From an optimization exercise on the open Yosys and OpenROAD flow, aimed at small area and a short achievable clock period; shortcuts taken in it are not production practice. Only simulation tests tie the RTL to the original design; equivalence was not proved. Power and IR drop assume default switching activity.

==> inputs of job 5087 <==
// fir_filter
module fir_filter (clk, reset, x, y);
  input clk, reset;
  input signed [31:0] x;
  output signed [31:0] y;
  reg [31:0] h0, h1, h2, h3, h4, h5, h6;
  reg [31:0] t0;
  reg [31:0] t1;
  reg [31:0] r0;
  reg [31:0] r1;
  reg [31:0] q0;
  reg [31:0] q1;
  reg [31:0] y_reg;
  wire ts1, tc2;
  fir_fa u_ts1 (.a(h2[0]), .b(~h3[0]), .c(~h5[0]), .s(ts1), .co(tc2));
  wire ts3, tc4;
  fir_fa u_ts3 (.a(h2[0]), .b(h2[1]), .c(h4[0]), .s(ts3), .co(tc4));
  wire ts5, tc6;
  fir_fa u_ts5 (.a(~h3[1]), .b(~h5[1]), .c(tc2), .s(ts5), .co(tc6));
  wire ts7, tc8;
  fir_fa u_ts7 (.a(h2[1]), .b(h2[2]), .c(h4[1]), .s(ts7), .co(tc8));
  wire ts9, tc10;
  fir_fa u_ts9 (.a(h6[0]), .b(~h3[2]), .c(~h5[2]), .s(ts9), .co(tc10));
  wire ts11 = ~(tc4 ^ ts7);
  wire tc12 = tc4 | ts7;
  wire ts13, tc14;
  fir_fa u_ts13 (.a(ts9), .b(ts11), .c(tc6), .s(ts13), .co(tc14));
  wire ts15, tc16;
  fir_fa u_ts15 (.a(h2[2]), .b(h2[3]), .c(h3[0]), .s(ts15), .co(tc16));
  wire ts17 = ~(h4[2] ^ h6[1]);
  wire tc18 = h4[2] | h6[1];
  wire ts19, tc20;
  fir_fa u_ts19 (.a(~h3[3]), .b(~h5[3]), .c(ts17), .s(ts19), .co(tc20));
  wire ts21, tc22;
  fir_fa u_ts21 (.a(tc8), .b(tc10), .c(ts15), .s(ts21), .co(tc22));
  wire ts23, tc24;
  fir_fa u_ts23 (.a(tc12), .b(ts19), .c(ts21), .s(ts23), .co(tc24));
  wire ts25, tc26;
  fir_fa u_ts25 (.a(h2[3]), .b(h2[4]), .c(h3[1]), .s(ts25), .co(tc26));
  wire ts27, tc28;
  fir_fa u_ts27 (.a(h4[3]), .b(h6[2]), .c(~h3[4]), .s(ts27), .co(tc28));
  wire ts29, tc30;
  fir_fa u_ts29 (.a(~h5[4]), .b(tc18), .c(tc16), .s(ts29), .co(tc30));
  wire ts31, tc32;
  fir_fa u_ts31 (.a(ts25), .b(ts27), .c(tc20), .s(ts31), .co(tc32));
  wire ts33, tc34;
  fir_fa u_ts33 (.a(tc22), .b(ts29), .c(ts31), .s(ts33), .co(tc34));
  wire ts35, tc36;
  fir_fa u_ts35 (.a(h2[4]), .b(h2[5]), .c(h3[2]), .s(ts35), .co(tc36));
  wire ts37, tc38;
  fir_fa u_ts37 (.a(h4[4]), .b(h6[3]), .c(~h3[5]), .s(ts37), .co(tc38));
  wire ts39, tc40;
  fir_fa u_ts39 (.a(~h5[5]), .b(tc26), .c(tc28), .s(ts39), .co(tc40));
  wire ts41, tc42;
  ...
clock: 8.0 ns
lec_check: 0
abc_clock_period_in_ps: 2500
cap_margin: 20
core_margin: 2
core_utilization: 40
cts_buf_list: sky130_fd_sc_hd__clkbuf_16
cts_cluster_diameter: 90
cts_cluster_size: 32
slew_margin: 20
synth_hierarchical: 1
synth_minimum_keep_size: 0
standard.sh (not shown) runs the stock make flow with config.mk's settings and CLKGATE_MAP_FILE= SYNTH_SCRIPT=/design/flow/synth_recipe.tcl, a recipe that flattens the netlist after the stock synthesis.
==> flow/flow/run.sh <==
#!/bin/bash
set -euo pipefail
export SETUP_SLACK_MARGIN=5.5
export BUFFER_PORTS_ARGS="-buffer_cell sky130_fd_sc_hd__buf_2"
bash standard.sh > make_finish.log 2>&1
==> job 7345: changes against job 5087 <==
==> flow/flow/run.sh (replaced) <==
#!/bin/bash
set -euo pipefail
export SETUP_SLACK_MARGIN=5.3
export BUFFER_PORTS_ARGS="-buffer_cell sky130_fd_sc_hd__buf_2"
bash standard.sh > make_finish.log 2>&1
--- a/flow/config.mk
+++ b/flow/config.mk
@@ -9,5 +9,5 @@
 export CAP_MARGIN = 20
 export CORE_MARGIN = 2
-export CORE_UTILIZATION = 40
+export CORE_UTILIZATION = 52
 export CTS_BUF_LIST = sky130_fd_sc_hd__clkbuf_16
 export CTS_CLUSTER_DIAMETER = 90
==> job 8647: changes against job 5087 <==
--- a/flow/config.mk
+++ b/flow/config.mk
@@ -11,6 +11,6 @@
 export CORE_UTILIZATION = 40
 export CTS_BUF_LIST = sky130_fd_sc_hd__clkbuf_16
-export CTS_CLUSTER_DIAMETER = 90
-export CTS_CLUSTER_SIZE = 32
+export CTS_CLUSTER_DIAMETER = 60
+export CTS_CLUSTER_SIZE = 24
 export SLEW_MARGIN = 20
 export SYNTH_HIERARCHICAL = 1
==> job 7097: changes against job 5087 <==
==> flow/flow/run.sh (replaced) <==
#!/bin/bash
set -euo pipefail
export SETUP_SLACK_MARGIN=5.3
export BUFFER_PORTS_ARGS="-buffer_cell sky130_fd_sc_hd__buf_2"
bash standard.sh > make_finish.log 2>&1
--- a/flow/config.mk
+++ b/flow/config.mk
@@ -13,4 +13,5 @@
 export CTS_CLUSTER_DIAMETER = 90
 export CTS_CLUSTER_SIZE = 32
+export PLACE_DENSITY = 0.75
 export SLEW_MARGIN = 20
 export SYNTH_HIERARCHICAL = 1
==> comparison table <==
Outcome: job 7097 complete, no violations; job 8647 complete, no violations; job 5087 complete, no violations; job 7345 complete, no violations
Portion of total power attributed to combinational logic: job 7097 0.442; job 8647 0.426; job 5087 0.454; job 7345 0.453
Tap cell instance count: job 7097 680; job 8647 680; job 5087 680; job 7345 525
Hold-critical path endpoint: job 7097 h6[12]; job 8647 h5[31]; job 5087 h5[31]; job 7345 h2[31]
Routed metal-1 wire length: job 7097 14,100 um; job 8647 17,000 um; job 5087 16,800 um; job 7345 15,500 um
Timing-limited maximum frequency: job 7097 371 MHz; job 8647 372 MHz; job 5087 370 MHz; job 7345 364 MHz
Post-placement cell count: job 7097 1,895; job 8647 1,895; job 5087 1,895; job 7345 1,742
Layout Cells excl Fill: job 7097 1,939; job 8647 1,978; job 5087 1,954; job 7345 1,782
Maximum number of pins on one net before global-route repair: job 7097 183; job 8647 124; job 5087 124; job 7345 140
Register-to-register setup slack: job 7097 5.37 ns; job 8647 5.54 ns; job 5087 5.52 ns; job 7345 5.35 ns
Final setup margin: job 7097 5.30 ns; job 8647 5.31 ns; job 5087 5.30 ns; job 7345 5.25 ns
Global Route met2 Usage: job 7097 0.209; job 8647 0.213; job 5087 0.210; job 7345 0.300
Via density per instance: job 7097 4.44; job 8647 4.36; job 5087 4.35; job 7345 4.79
Seq pwr share: job 7097 0.403; job 8647 0.367; job 5087 0.392; job 7345 0.408
Multi-input gate share of total cell area: job 7097 0.400; job 8647 0.391; job 5087 0.399; job 7345 0.404
Multi-input combinational cell area: job 7097 0.00908 mm^2; job 8647 0.00925 mm^2; job 5087 0.00925 mm^2; job 7345 0.00909 mm^2
Total length of routed met2 wires: job 7097 15,900 um; job 8647 16,000 um; job 5087 15,800 um; job 7345 17,100 um
Vias in the first global route: job 7097 10,300; job 8647 10,500; job 5087 10,300; job 7345 10,400
Highest routed layer: job 7097 met5; job 8647 met5; job 5087 met5; job 7345 met4
Global-route wire length before repair: job 7097 54,200 um; job 8647 59,300 um; job 5087 57,800 um; job 7345 56,200 um
Diode count: job 7097 2; job 8647 0; job 5087 0; job 7345 2
Net Switching: job 7097 2.85 mW; job 8647 3.15 mW; job 5087 2.99 mW; job 7345 2.89 mW
Worst endpoint data arrival time: job 7097 1.10 ns; job 8647 1.09 ns; job 5087 1.10 ns; job 7345 1.15 ns
Post-synthesis to final-layout area growth: job 7097 9.86%; job 8647 14.5%; job 5087 12.1%; job 7345 8.78%

## separate check: timing with driven ports
The results above use ideal ports. As a check the final layouts listed here were re-extracted and re-timed, cells and wires unchanged. Step 1: set_driving_cell puts a clkbuf_16 on clk and a buf_2 on each other input, an assumption about the parent block. Step 2 adds t to the input delays and takes it off the output delays; t is the mean of the earliest and latest rising clock arrival at the registers after step 1. Input paths then give back, and output paths get back, about the clock's delay inside the block. Slacks: ideal ports / drivers / drivers and shift; pairs: ideal ports / drivers.
run | shift t [ns] | slack for setup (ns) | worst setup path after step 2 | cell pins on the clock port's net
job 5087 | 0.599 | 5.298 / 5.242 / 5.128 | input to register | 1
job 7345 | 0.583 | 5.254 / 5.203 / 5.003 | input, reset recovery | 1
job 8647 | 0.603 | 5.312 / 5.256 / 5.134 | input to register | 1
job 7097 | 0.593 | 5.303 / 5.252 / 5.050 | input, reset recovery | 1
After both steps every run listed still meets setup and hold. The setup slack of job 7097, which loses most, moves by -0.051 ns with the drivers and by -0.253 ns with both steps. The worst setup slack also covers recovery checks on asynchronous resets.
